Background: an optimization exercise with open tools, aiming at small area, a short achievable clock period and few clock cycles per item. Do not read the settings as production practice. Function was checked by simulation only, so behaviour that the tests miss may differ from the original.

// fir
module fir(
  clock,
  reset,
  calculate,
  data_in,
  data_out,
  data_good
);
  input clock;
  input reset;
  input calculate;
  input [9:0] data_in;
  output [9:0] data_out;
  output data_good;
  reg [6:0] clr_cnt;
  reg clearing;
  assign data_good = ~clearing;
  always @(posedge clock or negedge reset) begin
    if (reset == 0) begin
      clr_cnt  <= 0;
      clearing <= 1;
    end
    else if (clearing) begin
      clr_cnt <= clr_cnt + 1;
      if (&clr_cnt) clearing <= 0;
    end
  end
  wire shift = calculate | clearing;
  reg [9:0] H0;
  reg [9:0] H1;
  reg [9:0] H2;
  reg [9:0] H3;
  reg [9:0] H4;
  reg [9:0] H5;
  reg [9:0] H6;
  reg [9:0] H7;
  reg [9:0] H8;
  reg [9:0] H9;
  reg [9:0] H10;
  reg [9:0] H11;
  reg [9:0] H12;
  reg [9:0] H13;
  reg [9:0] H14;
  reg [9:0] H15;
  reg [9:0] H16;
  reg [9:0] H17;
  reg [9:0] H18;
  reg [9:0] H19;
  reg [9:0] H20;
  reg [9:0] H21;
  reg [9:0] H22;
  reg [9:0] H23;
  reg [9:0] H24;
  reg [9:0] H25;
  reg [9:0] H26;
  reg [9:0] H27;
  reg [9:0] H28;
  reg [9:0] H29;
  reg [9:0] H30;
  reg [9:0] H31;
  reg [9:0] H32;
  reg [9:0] H33;
  reg [9:0] H34;
  reg [9:0] H35;
  reg [9:0] H36;
  reg [9:0] H37;
  reg [9:0] H38;
  reg [9:0] H39;
  reg [9:0] H40;
  reg [9:0] H41;
  reg [9:0] H42;
  reg [9:0] H43;
  reg [9:0] H44;
  reg [9:0] H45;
  reg [9:0] H46;
  reg [9:0] H47;
  reg [9:0] H48;
  reg [9:0] H49;
  reg [9:0] H50;
  reg [9:0] H51;
  reg [9:0] H52;
  reg [9:0] H53;
  reg [9:0] H54;
  reg [9:0] H55;
  reg [9:0] H56;
  reg [9:0] H57;
  reg [9:0] H58;
  reg [9:0] H59;
  reg [9:0] H60;
  reg [9:0] H61;
  reg [9:0] H62;
  reg [9:0] H63;
  reg [9:0] H64;
  reg [9:0] H65;
  reg [9:0] H66;
  reg [9:0] H67;
  reg [9:0] H68;
  reg [9:0] H69;
  reg [9:0] H70;
  reg R1_0_0;
  reg R1_1_0;
  reg R1_2_0;
  reg R1_3_0;
  reg R1_4_0;
  reg R1_5_0;
  reg R1_6_0;
  reg R1_7_0;
  reg R1_8_0;
  reg R1_9_0;
  reg R1_10_0;
  reg R1_11_0;
  reg R1_12_0;
  reg R1_13_0;
  reg R1_14_0;
  reg R1_15_0;
  reg R1_16_0;
  reg R1_17_0;
  reg R1_18_0;
  reg R1_19_0;
  reg R1_20_0;
  reg R1_21_0;
  reg R2_0_0;
  reg R2_0_1;
  reg R2_1_0;
  reg R2_1_1;
  reg R2_2_0;
  reg R2_2_1;
  reg R2_3_0;
  reg R2_3_1;
  reg R2_4_0;
  reg R2_4_1;
  reg R2_5_0;
  reg R2_5_1;
  ...
For scale: ~1000 flip-flops, about 24 I/O pins, ~0.074 mm2 of cells after synthesis.
Settings: LEC_CHECK=0, ABC_CLOCK_PERIOD_IN_PS=2000, CAP_MARGIN=20, CORE_MARGIN=2, CORE_UTILIZATION=65, CTS_CLUSTER_DIAMETER=110, CTS_CLUSTER_SIZE=27, SLEW_MARGIN=20, SYNTH_HIERARCHICAL=1; clock period 13.0 ns.
standard.sh (not shown) runs the stock make flow with config.mk's settings and CLKGATE_MAP_FILE= SYNTH_SCRIPT=/design/flow/synth_recipe.tcl, a recipe that flattens the netlist after the stock synthesis.
==> flow/flow/run.sh <==
#!/bin/bash
set -euo pipefail
MARGIN=$(cat flow/margin.txt)
TNS=$(cat flow/tns.txt)
# synthesis exactly as standard.sh does it
bash standard.sh synth > synth.log 2>&1
# the remaining steps: the same make command with the repair target added
sed -e "s|CLKGATE_MAP_FILE= |CLKGATE_MAP_FILE= SETUP_SLACK_MARGIN=$MARGIN TNS_END_PERCENT=$TNS 'BUFFER_PORTS_ARGS=-buffer_cell sky130_fd_sc_hd__buf_4' |" \
    standard.sh > flow_layout.sh
bash flow_layout.sh finish > layout.log 2>&1
test -f out/final.def
==> flow/flow/margin.txt <==
8.2
==> flow/flow/tns.txt <==
100
Testbench counts at the start, summed over its fixed seeds: cycles 4,000, items 4,000.
Next try:
Settings changed: CORE_UTILIZATION 65 to 75, CTS_CLUSTER_DIAMETER 110 to not set, CTS_CLUSTER_SIZE 27 to not set.
- clock skew drops by 0.0093 ns
- final area climbs by 2.9%
- wire length climbs by 3.6%
- first-iteration DRC count climbs by 29%
- non-clock buffer count climbs by 6
- sequential share of layout area drops by 1.1 points
- global-route usage climbs by 5.9 points
- via count climbs by 5.8%
Next try:
Settings changed: CTS_CLUSTER_DIAMETER set to 100, CTS_CLUSTER_SIZE set to 24.
Effect: Cell area shrinks by 2.8%. Sequential share of layout area grows by 1.1 points. Sequential cell count stays the same. Register-to-register slack is better by 0.02 ns. Worst setup slack is worse by 0.020 ns. Global-route usage shrinks by 1.2 points. Core utilization shrinks by 2.3 points. Clock skew grows by 0.017 ns. Wire length shrinks by 3.8%. Cell count shrinks by 2.6%.
Next try:
Settings changed: CORE_UTILIZATION 75 to 65, CTS_CLUSTER_SIZE 24 to 30.
Result:
- synthesized area is unchanged
- setup slack improves by 0.059 ns
- fmax went up slightly
- die area came out higher by about a fifth
Next try:
==> flow/flow/margin.txt (replaced) <==
8.5
Settings changed: CTS_CLUSTER_DIAMETER 100 to not set, CTS_CLUSTER_SIZE 30 to not set.
Result: Worst setup slack gets worse by 0.018 ns; clock skew barely changes.
Next try:
==> flow/flow/margin.txt (replaced) <==
8.2
Settings changed: CTS_CLUSTER_DIAMETER set to 100, CTS_CLUSTER_SIZE set to 24.
What happened: The new run finished clean. Global-route usage shrinks by 0.75 points. Register-to-register slack gets worse by 0.04 ns. Final cell count went down by a few percent. Clock-buffer cell count decreases by 77.

## re-timing with driven ports
Ports are ideal in the flow. The routed layouts listed here were re-timed in OpenROAD.
Step 1 assumes that a clkbuf_16 drives the clock port and a buf_2 every other input.
Step 2 adds t to the input delays and takes it off the output delays; t is the mean of the earliest and latest rising clock arrival at the registers after step 1. Input paths then give back, and output paths get back, about the clock's delay inside the block.
Slacks: ideal / step 1 / step 2; pairs: ideal / step 1.
run	t (ns)	slack for setup (ns)	worst hold slack (ns)
the first run	0.750	8.248 / 8.247 / 7.496	0.429 / 0.429 / 0.429
the second run	0.771	8.227 / 8.237 / 7.466	0.413 / 0.413 / 0.413
the third run	0.756	8.207 / 8.214 / 7.458	0.426 / 0.426 / 0.426
the fourth run	0.764	8.266 / 8.266 / 7.502	0.433 / 0.433 / 0.433
the fifth run	0.778	8.248 / 8.253 / 7.475	0.417 / 0.417 / 0.417
the sixth run	0.758	8.246 / 8.245 / 7.487	0.427 / 0.427 / 0.427
After both steps setup and hold are still met in every run listed. The setup slack of the fifth run, which loses most, moves by +0.005 ns with the drivers and by -0.773 ns with both steps.
